From an optimization exercise on the open Yosys and OpenROAD flow, aimed at small area; shortcuts taken in it are not production practice. The RTL was checked by simulation tests, not by an equivalence proof against the original design. Power and IR drop assume default switching activity.

Setup of v29:
==> flow/design.v <==
module fpadd_top (
    input  wire        clk,
    input  wire [31:0] a,
    input  wire [31:0] b,
    output reg  [31:0] y
);
    reg  [31:0] a_q, b_q;
    wire        s_w;
    wire [7:0]  e_w;
    wire [22:0] f_w;
    fp_adder u_add (
        .sign1(a_q[31]), .sign2(b_q[31]),
        .exp1(a_q[30:23]), .exp2(b_q[30:23]),
        .frac1(a_q[22:0]), .frac2(b_q[22:0]),
        .sign_out(s_w), .exp_out(e_w), .frac_out(f_w)
    );
    always @(posedge clk) begin
        a_q <= a;
        b_q <= b;
        y   <= {s_w, e_w, f_w};
    end
endmodule

module fp_adder(
    input wire sign1,sign2,
    input wire[7:0] exp1,exp2,
    input wire [22:0] frac1,frac2,
    output wire sign_out,
    output wire [7:0] exp_out,
    output wire [22:0] frac_out
);
    wire [8:0] ed  = {1'b0,exp1} - {1'b0,exp2};
    wire       elt = ed[8];                  
    wire       eeq = ~|ed[7:0];
    wire [23:0] ca = {1'b0,frac1} + {1'b0,~frac2};
    wire       fgt = ca[23];
    wire       gt  = eeq ? fgt : ~elt;       
    wire [7:0] eb  = elt ? exp2 : exp1;
    wire [7:0] d   = elt ? (exp2 - exp1) : ed[7:0];
    wire       hi  = |d[7:5];
    wire        sb = gt ? sign1 : sign2;
    wire [23:0] fb = gt ? {1'b1,frac1} : {1'b1,frac2};
    wire [23:0] fs = gt ? {1'b1,frac2} : {1'b1,frac1};
    wire [23:0] r0 = (d[4] | hi) ? {16'd0, fs[23:16]} : fs;
    wire [23:0] r1 = (d[3] | hi) ? {8'd0, r0[23:8]} : r0;
    wire [23:0] r2 = d[2] ? {4'd0, r1[23:4]} : r1;
    wire [23:0] r3 = d[1] ? {2'd0, r2[23:2]} : r2;
    wire [23:0] fa = d[0] ? {1'd0, r3[23:1]} : r3;
    wire        sub = sign1 ^ sign2;
    wire [24:0] sum = {1'b0,fb} + {sub,fa ^ {24{sub}}} + {24'd0,sub};
    wire [31:0] x = {sum, 7'h00};
    wire [15:0] v1; wire [15:0] c1;
    genvar i;
    for (i=0;i<16;i=i+1) begin: l1
        assign v1[i] = x[2*i+1] | x[2*i];
        assign c1[i] = ~x[2*i+1];
    end
    wire [7:0] v2; wire [15:0] c2;
    for (i=0;i<8;i=i+1) begin: l2
        assign v2[i] = v1[2*i+1] | v1[2*i];
        assign c2[2*i+1:2*i] = v1[2*i+1] ? {1'b0, c1[2*i+1]} : {1'b1, c1[2*i]};
    end
    wire [3:0] v3; wire [11:0] c3;
    for (i=0;i<4;i=i+1) begin: l3
        assign v3[i] = v2[2*i+1] | v2[2*i];
        assign c3[3*i+2:3*i] = v2[2*i+1] ? {1'b0, c2[4*i+3:4*i+2]} : {1'b1, c2[4*i+1:4*i]};
    end
    wire [1:0] v4; wire [7:0] c4;
    for (i=0;i<2;i=i+1) begin: l4
        assign v4[i] = v3[2*i+1] | v3[2*i];
        assign c4[4*i+3:4*i] = v3[2*i+1] ? {1'b0, c3[6*i+5:6*i+3]} : {1'b1, c3[6*i+2:6*i]};
    end
    wire [4:0] z = v4[1] ? {1'b0, c4[7:4]} : {1'b1, c4[3:0]};
    wire [24:0] n0 = z[4] ? {sum[8:0], 16'd0} : sum;
    wire [24:0] n1 = z[3] ? {n0[16:0], 8'd0} : n0;
    wire [24:0] n2 = z[2] ? {n1[20:0], 4'd0} : n1;
    wire [24:0] n3 = z[1] ? {n2[22:0], 2'd0} : n2;
    wire [24:0] n4 = z[0] ? {n3[23:0], 1'd0} : n3;
    wire zero = ~(v4[1] | v4[0]);
    wire [9:0] re9 = {2'b0,eb} + 10'd1 - {5'b0,z};
    wire [7:0] re = re9[7:0];
    wire flush = zero | re9[9];
    assign sign_out = sb & ~zero;
    assign exp_out  = flush ? 8'd0 : re;
    assign frac_out = flush ? 23'd0 : n4[23:1];
endmodule
clock: 11.0 ns
lec_check: 0
cap_margin: 20
core_margin: 2
core_utilization: 55
cts_buf_list: sky130_fd_sc_hd__clkbuf_4 sky130_fd_sc_hd__clkbuf_8
slew_margin: 20
standard.sh (not shown) runs the stock make flow with config.mk's settings and CLKGATE_MAP_FILE= SYNTH_SCRIPT=/design/flow/synth_recipe.tcl, a recipe that flattens the netlist after the stock synthesis.
==> flow/flow/run.sh <==
#!/bin/bash
# Own layout flow: the standard ORFS flow, with three changes:
#  - synthesis maps the combinational logic with an area-oriented ABC script (flow/area.abc),
#    without the Kogge-Stone adder map and without full-adder extraction;
#  - port buffers use sky130_fd_sc_hd__buf_1;
#  - everything else (floorplan, tapcells, PDN, placement, CTS, routing) is the standard flow.
set -euo pipefail
W=$(pwd)
FLOWDIR=$W/flow
# synthesis script: ORFS synth.tcl with the abc call using our script
sed -e "s|log_cmd abc {\*}\$abc_args|log_cmd abc {*}[lreplace \$abc_args 1 1 $FLOWDIR/area.abc]|" \
  "$FLOW_HOME/scripts/synth.tcl" > "$W/own_synth_core.tcl"
grep -q "$FLOWDIR/area.abc" "$W/own_synth_core.tcl"
sed -e "s|source \$::env(SCRIPTS_DIR)/synth.tcl|source $W/own_synth_core.tcl|" \
  "$W/synth_recipe.tcl" > "$W/own_synth.tcl"
grep -q own_synth_core "$W/own_synth.tcl"
# further make variables, one NAME=value per line
EXTRA=()
if [[ -f "$FLOWDIR/extra.mk" ]]; then mapfile -t EXTRA < <(grep -v '^#' "$FLOWDIR/extra.mk" | grep .); fi
bash "$W/standard.sh" SYNTH_SCRIPT="$W/own_synth.tcl" ADDER_MAP_FILE= \
  SYNTH_OPERATIONS_ARGS="-noshare" BUFFER_PORTS_ARGS="-buffer_cell sky130_fd_sc_hd__buf_1" \
  "${EXTRA[@]}" finish > "$W/flow_make.log" 2>&1
==> flow/flow/area.abc <==
strash
ifraig
dch
amap
topo
stime -c
buffer -c
upsize -c
dnsize -c
==> flow/flow/extra.mk <==
CTS_ARGS=-sink_clustering_enable -repair_clock_nets -dont_use_dummy_load -buf_list {sky130_fd_sc_hd__clkbuf_4 sky130_fd_sc_hd__clkbuf_8}
Input-level comparison between v11 and v29:
Settings: putting SETUP_SLACK_MARGIN at -0.4 where nothing was set.
diff --git a/flow/flow/run.sh b/flow/flow/run.sh
--- a/flow/flow/run.sh
+++ b/flow/flow/run.sh
@@ -1,7 +1,11 @@
 #!/bin/bash
-# Own layout flow: the standard ORFS flow, with three changes:
-#  - synthesis maps the combinational logic with an area-oriented ABC script (flow/area.abc),
-#    without the Kogge-Stone adder map and without full-adder extraction;
+# Own layout flow: the standard ORFS flow (standard.sh), with these changes:
+#  - synthesis is ORFS's synth.tcl run through synth_recipe.tcl as usual (same passes, registers,
+#    flattening and renaming), except that the combinational logic is mapped with the
+#    area-oriented ABC script flow/area.abc, without the Kogge-Stone adder map and without
+#    full-adder extraction;
 #  - port buffers use sky130_fd_sc_hd__buf_1;
+#  - flow/extra.mk adds make variables (one NAME=value per line), e.g. the CTS arguments;
 #  - everything else (floorplan, tapcells, PDN, placement, CTS, routing) is the standard flow.
+# All tool output goes to flow_make.log here and to ORFS's own logs under orfs/logs.
 set -euo pipefail
==> flow/flow/area.abc <==
strash
ifraig
dc2
dch
amap
topo
stime -c
buffer -c
upsize -D 8000
dnsize -D 8000
==> results.txt <==
On critical path required time, v11 tracks v29 almost exactly.
Per the comparison of v11 with v29, row count moved down, total non-filler cell area in the finished layout went up, total internal power has increased.
Net switching component of the power delta for v11 relative to v29: about 11% lower
Compared with v29, v11 is the less power-hungry design.
Final setup violation count ends up higher on v11.
In v11 the implementation completed, yet the final layout does not meet the checks, the culprit being negative setup slack.
### v11 -> v48
==> flow/flow/area.abc <==
strash
ifraig
dch
amap
topo
stime -c
buffer -c
upsize -D 9000
dnsize -D 9000
Notes after the runs:
Apart from v11, each of v11 and v48 ends the flow with a layout that passes the timing, design-rule and antenna checks.
| v11 | all stages done | FAIL | negative setup slack |
Diff v48..v11 | synthesis-stage register bit count | unchanged
Of v11 and v48, the run reporting the higher fraction of the cycle the final worst path needs was v11.
Measured against each other, v11 and v48 differ in critical path depth, the higher figure coming from v11.
Comparing v11 and v48, the higher number of nets in the layout was measured on v11.
Maximum fanout along the worst path for v48: 40 up relative to v11
Going from v11 to v48, multi-input gate share of the layout cell area grows by 5.0 points.
On worst path setup slack after routing, the lower figure sits with v11, not v48.
Changes in v25 relative to v48:
==> flow/flow/area.abc <==
strash
ifraig
dc2
balance
dch
amap
topo
stime -c
buffer -c
upsize -D 8000
dnsize -D 8000
### Flow results
v25: complete, dirty (negative setup slack). Instance count after placement with tap cells included in v25 is about 1% below v48. Higher routed wire length among v25 and v48: v25. From v48 to v25 the numbers moved as follows: share of the cycle needed by the critical path after routing rose by 7.9 points, worst-case headroom to the max-slew limit fell by 8.9 points.

========
Starts from the design.v that is shown in full above.
Settings: LEC_CHECK=0, CAP_MARGIN=20, CORE_MARGIN=2, CORE_UTILIZATION=55, CTS_BUF_LIST=sky130_fd_sc_hd__clkbuf_4 sky130_fd_sc_hd__clkbuf_8, SETUP_SLACK_MARGIN=-0.4, SLEW_MARGIN=20; clock period 11.0 ns.
==> flow/flow/run.sh <==
#!/bin/bash
# Own layout flow: the standard ORFS flow (standard.sh), with these changes:
#  - synthesis is ORFS's synth.tcl run through synth_recipe.tcl as usual (same passes, registers,
#    flattening and renaming), except that the combinational logic is mapped with the
#    area-oriented ABC script flow/area.abc, without the Kogge-Stone adder map and without
#    full-adder extraction;
#  - port buffers use sky130_fd_sc_hd__buf_1;
#  - flow/extra.mk adds make variables (one NAME=value per line), e.g. the CTS arguments;
#  - everything else (floorplan, tapcells, PDN, placement, CTS, routing) is the standard flow.
# All tool output goes to flow_make.log here and to ORFS's own logs under orfs/logs.
set -euo pipefail
W=$(pwd)
FLOWDIR=$W/flow
# synthesis script: ORFS synth.tcl with the abc call using our script
sed -e "s|log_cmd abc {\*}\$abc_args|log_cmd abc {*}[lreplace \$abc_args 1 1 $FLOWDIR/area.abc]|" \
  "$FLOW_HOME/scripts/synth.tcl" > "$W/own_synth_core.tcl"
grep -q "$FLOWDIR/area.abc" "$W/own_synth_core.tcl"
sed -e "s|source \$::env(SCRIPTS_DIR)/synth.tcl|source $W/own_synth_core.tcl|" \
  "$W/synth_recipe.tcl" > "$W/own_synth.tcl"
grep -q own_synth_core "$W/own_synth.tcl"
# further make variables, one NAME=value per line
EXTRA=()
if [[ -f "$FLOWDIR/extra.mk" ]]; then mapfile -t EXTRA < <(grep -v '^#' "$FLOWDIR/extra.mk" | grep .); fi
bash "$W/standard.sh" SYNTH_SCRIPT="$W/own_synth.tcl" ADDER_MAP_FILE= \
  SYNTH_OPERATIONS_ARGS="-noshare" BUFFER_PORTS_ARGS="-buffer_cell sky130_fd_sc_hd__buf_1" \
  "${EXTRA[@]}" finish > "$W/flow_make.log" 2>&1
==> flow/flow/area.abc <==
strash
ifraig
dch
amap -Q 0.1
topo
stime -c
buffer -c
upsize -D 8000
dnsize -D 8000
Scripts as last shown in full above: flow/flow/extra.mk
The starting point produced a clean layout.
Change:
==> flow/flow/area.abc (replaced) <==
strash
ifraig
dch
amap
topo
stime -c
buffer -c
upsize -D 9000
dnsize -D 9000
==> flow/flow/extra.mk (replaced) <==
CTS_ARGS=-sink_clustering_enable -repair_clock_nets -dont_use_dummy_load -sink_clustering_size 8 -root_buf sky130_fd_sc_hd__clkbuf_8 -buf_list {sky130_fd_sc_hd__clkbuf_2}
CTS_BUF_LIST = sky130_fd_sc_hd__clkbuf_2 sky130_fd_sc_hd__clkbuf_8   (was sky130_fd_sc_hd__clkbuf_4 sky130_fd_sc_hd__clkbuf_8)
Outcome: Hold slack is worse by 0.025 ns; global-route usage rises by 1.6 points; power falls by 1.7%; first-iteration DRC count rises by 43%; non-clock buffer count is unchanged; routed wire length rises by 4.1%; sequential cell count stays the same; final cell count rises by 4.7%; maximum frequency barely changes.
Change:
==> flow/flow/extra.mk (replaced) <==
CTS_ARGS=-sink_clustering_enable -repair_clock_nets -dont_use_dummy_load -sink_clustering_size 40 -sink_clustering_max_diameter 200 -buf_list {sky130_fd_sc_hd__clkbuf_16}
CTS_BUF_LIST = sky130_fd_sc_hd__clkbuf_16   (was sky130_fd_sc_hd__clkbuf_2 sky130_fd_sc_hd__clkbuf_8)
Effect: Routed wire length is about the same. Die area stays the same. Final cell count does not change. Area after synthesis does not change. Total power rose by a few percent.
Change:
==> flow/flow/area.abc (replaced) <==
strash
ifraig
dch
amap
topo
stime -c
buffer -c
upsize -c
dnsize -c
==> flow/flow/extra.mk (replaced) <==
CTS_ARGS=-sink_clustering_enable -repair_clock_nets -dont_use_dummy_load -buf_list {sky130_fd_sc_hd__clkbuf_4 sky130_fd_sc_hd__clkbuf_8}
CTS_BUF_LIST = sky130_fd_sc_hd__clkbuf_4 sky130_fd_sc_hd__clkbuf_8   (was sky130_fd_sc_hd__clkbuf_16)
After rerunning: The changed run finished with timing, DRC and antenna clean. Clock skew grows by 0.0074 ns. Hold slack degrades by 0.018 ns. Total power drops by 4.3%. Utilization went down by 2.9 points. Combinational power is higher by about 2%. Sequential cell count does not change. Cell count barely changes. Wire length goes down by 0.86%. Worst setup slack improves by 0.17 ns.

========
// fpadd_top: RTL as listed in full above, without the edits since
Settings: LEC_CHECK=0, CAP_MARGIN=20, CORE_MARGIN=2, CORE_UTILIZATION=55, CTS_BUF_LIST=sky130_fd_sc_hd__clkbuf_4 sky130_fd_sc_hd__clkbuf_8, SETUP_SLACK_MARGIN=-0.4, SLEW_MARGIN=20; clock period 11.0 ns.
==> flow/flow/area.abc <==
strash
ifraig
dch
amap
topo
stime -c
buffer -c
upsize -D 8000
dnsize -D 8000
==> flow/flow/extra.mk <==
CTS_ARGS=-sink_clustering_enable -repair_clock_nets -dont_use_dummy_load -buf_list {sky130_fd_sc_hd__clkbuf_4 sky130_fd_sc_hd__clkbuf_8}
Scripts as last shown in full above: flow/flow/run.sh
The baseline produced a clean layout.
Then changed:
==> flow/flow/area.abc (replaced) <==
strash
ifraig
dch
amap
topo
stime -c
buffer -c
upsize -c
dnsize -c
Settings changed: GPL_TIMING_DRIVEN set to 0.
Result: Register-to-register slack gets better by 0.47 ns. Worst hold slack degrades by 0.026 ns. Final area went up by 2.2%. Final cell count rose by 3.0%.
Then changed:
Settings changed: CORE_UTILIZATION 55 to 62, GPL_TIMING_DRIVEN 0 to unset.
What happened: The new run ran to the end with no violations. First-iteration DRC count rises by a quarter to a third. Synthesized area stays the same. Hold slack is better by 0.019 ns. Synthesized cell count is unchanged. Power goes up by a few percent. Setup slack loses 0.53 ns.
Then changed:
==> flow/flow/area.abc (replaced) <==
strash
ifraig
dch
amap
topo
stime -c
buffer -c
upsize -D 9000
dnsize -D 9000
Settings changed: CORE_UTILIZATION 62 to 55, SETUP_SLACK_MARGIN -0.4 to -0.5.
Total power fell by 2.2%.
Worst setup slack loses 0.22 ns.
Wire length went down by 4.8%.
Global-route usage falls by 4.6 points.
Synthesized area falls by 3.1%.
Die area is higher by 8.9%.
Synthesized cell count stays the same.

========
RTL: the design.v shown in full above, as it stands there.
export LEC_CHECK = 0
export CAP_MARGIN = 0
export CORE_MARGIN = 2
export CORE_UTILIZATION = 55
export CTS_BUF_LIST = sky130_fd_sc_hd__clkbuf_4 sky130_fd_sc_hd__clkbuf_8
export SETUP_SLACK_MARGIN = -0.4
export SLEW_MARGIN = 0
create_clock -name core_clock -period 11.0 [get_ports {clk}]
==> flow/flow/area.abc <==
strash
ifraig
dch
amap
topo
stime -c
buffer -c
upsize -D 9000
dnsize -D 9000
Scripts as last shown in full above: flow/flow/run.sh, flow/flow/extra.mk
The baseline produced a clean layout.
Next try:
==> flow/flow/area.abc (replaced) <==
strash
ifraig
dch
amap
topo
stime -c
buffer -c
upsize -c
dnsize -c
Settings changed: CAP_MARGIN 0 to 20, GPL_TIMING_DRIVEN from default to 0, SETUP_SLACK_MARGIN -0.4 to default, SLEW_MARGIN 0 to 20.
=>
- worst hold slack loses 8.1 ps
- global-route usage fell by 1.3 points
- combinational power rose by about 0.7%
- die area rose by 3.1%
- final area rose by 2.3%
Next try:
Settings changed: GPL_TIMING_DRIVEN 0 to default, SETUP_SLACK_MARGIN from default to -0.6.
After rerunning:
- clock skew went down by 5.7 ps
- setup slack loses 650 ps
- design area went down by 1.5%
- final cell count went down by 3.0%
- count of clock-buffer cells in the layout does not change
- critical path depth does not change
- non-clock buffer count went down by 35
- first-iteration DRC count went up by 16%
Next try:
==> flow/flow/area.abc (replaced) <==
strash
ifraig
dch
amap
topo
stime -c
buffer -c
upsize -D 8000
dnsize -D 8000
==> flow/flow/extra.mk (replaced) <==
CTS_ARGS=-sink_clustering_enable -repair_clock_nets -dont_use_dummy_load -buf_list {sky130_fd_sc_hd__clkbuf_4 sky130_fd_sc_hd__clkbuf_8}
DONT_USE_CELLS=sky130_fd_sc_hd__probe_p_8 sky130_fd_sc_hd__probec_p_8 sky130_fd_sc_hd__lpflow_bleeder_1 sky130_fd_sc_hd__lpflow_clkbufkapwr_1 sky130_fd_sc_hd__lpflow_clkbufkapwr_16 sky130_fd_sc_hd__lpflow_clkbufkapwr_2 sky130_fd_sc_hd__lpflow_clkbufkapwr_4 sky130_fd_sc_hd__lpflow_clkbufkapwr_8 sky130_fd_sc_hd__lpflow_clkinvkapwr_1 sky130_fd_sc_hd__lpflow_clkinvkapwr_16 sky130_fd_sc_hd__lpflow_clkinvkapwr_2 sky130_fd_sc_hd__lpflow_clkinvkapwr_4 sky130_fd_sc_hd__lpflow_clkinvkapwr_8 sky130_fd_sc_hd__lpflow_decapkapwr_12 sky130_fd_sc_hd__lpflow_decapkapwr_3 sky130_fd_sc_hd__lpflow_decapkapwr_4 sky130_fd_sc_hd__lpflow_decapkapwr_6 sky130_fd_sc_hd__lpflow_decapkapwr_8 sky130_fd_sc_hd__lpflow_inputiso0n_1 sky130_fd_sc_hd__lpflow_inputiso0p_1 sky130_fd_sc_hd__lpflow_inputiso1n_1 sky130_fd_sc_hd__lpflow_inputiso1p_1 sky130_fd_sc_hd__lpflow_inputisolatch_1 sky130_fd_sc_hd__lpflow_isobufsrc_1 sky130_fd_sc_hd__lpflow_isobufsrc_16 sky130_fd_sc_hd__lpflow_isobufsrc_2 sky130_fd_sc_hd__lpflow_isobufsrc_4 sky130_fd_sc_hd__lpflow_isobufsrc_8 sky130_fd_sc_hd__lpflow_isobufsrckapwr_16 sky130_fd_sc_hd__lpflow_lsbuf_lh_hl_isowell_tap_1 sky130_fd_sc_hd__lpflow_lsbuf_lh_hl_isowell_tap_2 sky130_fd_sc_hd__lpflow_lsbuf_lh_hl_isowell_tap_4 sky130_fd_sc_hd__lpflow_lsbuf_lh_isowell_4 sky130_fd_sc_hd__lpflow_lsbuf_lh_isowell_tap_1 sky130_fd_sc_hd__lpflow_lsbuf_lh_isowell_tap_2 sky130_fd_sc_hd__lpflow_lsbuf_lh_isowell_tap_4 sky130_fd_sc_hd__buf_4 sky130_fd_sc_hd__buf_6 sky130_fd_sc_hd__buf_8 sky130_fd_sc_hd__buf_12 sky130_fd_sc_hd__buf_16
Settings changed: SETUP_SLACK_MARGIN -0.6 to -0.4.
Outcome: The changed run went through all stages and came out clean. Worst hold slack gets better by 34 ps. Worst setup slack gets better by 48 ps. Global-route usage rose by 0.15 points. Clock skew stays flat. Flip-flop and latch count stays the same. Maximum frequency rose by 0.46%. Non-clock buffer count rose by 35. Via count rose by 2.5%. Count of clock-buffer cells in the layout is unchanged. Sequential power is about the same.

## static timing again, ports no longer ideal
The results above use ideal ports. As a check the final layouts listed here were re-extracted and re-timed, cells and wires unchanged.
Step 1, drivers: a clkbuf_16 drives clk and a buf_2 each remaining input, both assumed.
Step 2, shift: input delay + t, output delay - t, t = (earliest + latest rising clock arrival at the registers) / 2. This alone moves slack from input paths to output paths.
Slacks: no drivers / after step 1 / after step 2; pairs: no drivers / after step 1.
run | t (ns) | setup slack, ns | hold slack, ns | worst register clock-pin slew, ns
v29 | 0.399 | 1.080 / 1.080 / 1.080 | 0.571 / 0.571 / 0.571 | 0.09 / 0.09
v11 | 0.411 | -0.561 / -0.561 / -0.561 | 0.594 / 0.594 / 0.594 | 0.09 / 0.09
v48 | 0.417 | 0.586 / 0.586 / 0.586 | 0.580 / 0.580 / 0.580 | 0.09 / 0.09
v25 | 0.413 | -0.286 / -0.286 / -0.286 | 0.591 / 0.591 / 0.591 | 0.10 / 0.10
the first run of note 2 | 0.406 | 0.566 / 0.566 / 0.566 | 0.605 / 0.605 / 0.605 | 0.09 / 0.09
the second run of note 2 | 0.417 | 0.586 / 0.586 / 0.586 | 0.580 / 0.580 / 0.580 | 0.09 / 0.09
the third run of note 2 | 0.395 | 0.648 / 0.648 / 0.648 | 0.589 / 0.589 / 0.589 | 0.06 / 0.06
the fourth run of note 2 | 0.397 | 0.815 / 0.815 / 0.815 | 0.570 / 0.570 / 0.570 | 0.09 / 0.09
the first run of note 3 | 0.412 | 0.734 / 0.734 / 0.734 | 0.598 / 0.598 / 0.598 | 0.09 / 0.09
the second run of note 3 | 0.422 | 1.207 / 1.207 / 1.207 | 0.572 / 0.572 / 0.572 | 0.09 / 0.09
the third run of note 3 | 0.426 | 0.680 / 0.680 / 0.680 | 0.591 / 0.591 / 0.591 | 0.10 / 0.10
the fourth run of note 3 | 0.413 | 0.456 / 0.456 / 0.456 | 0.576 / 0.576 / 0.576 | 0.09 / 0.09
the first run of note 4 | 0.417 | 0.586 / 0.586 / 0.586 | 0.580 / 0.580 / 0.580 | 0.09 / 0.09
the second run of note 4 | 0.422 | 1.207 / 1.207 / 1.207 | 0.572 / 0.572 / 0.572 | 0.09 / 0.09
the third run of note 4 | 0.401 | 0.553 / 0.553 / 0.553 | 0.570 / 0.570 / 0.570 | 0.09 / 0.09
the fourth run of note 4 | 0.409 | 0.601 / 0.601 / 0.601 | 0.604 / 0.604 / 0.604 | 0.09 / 0.09
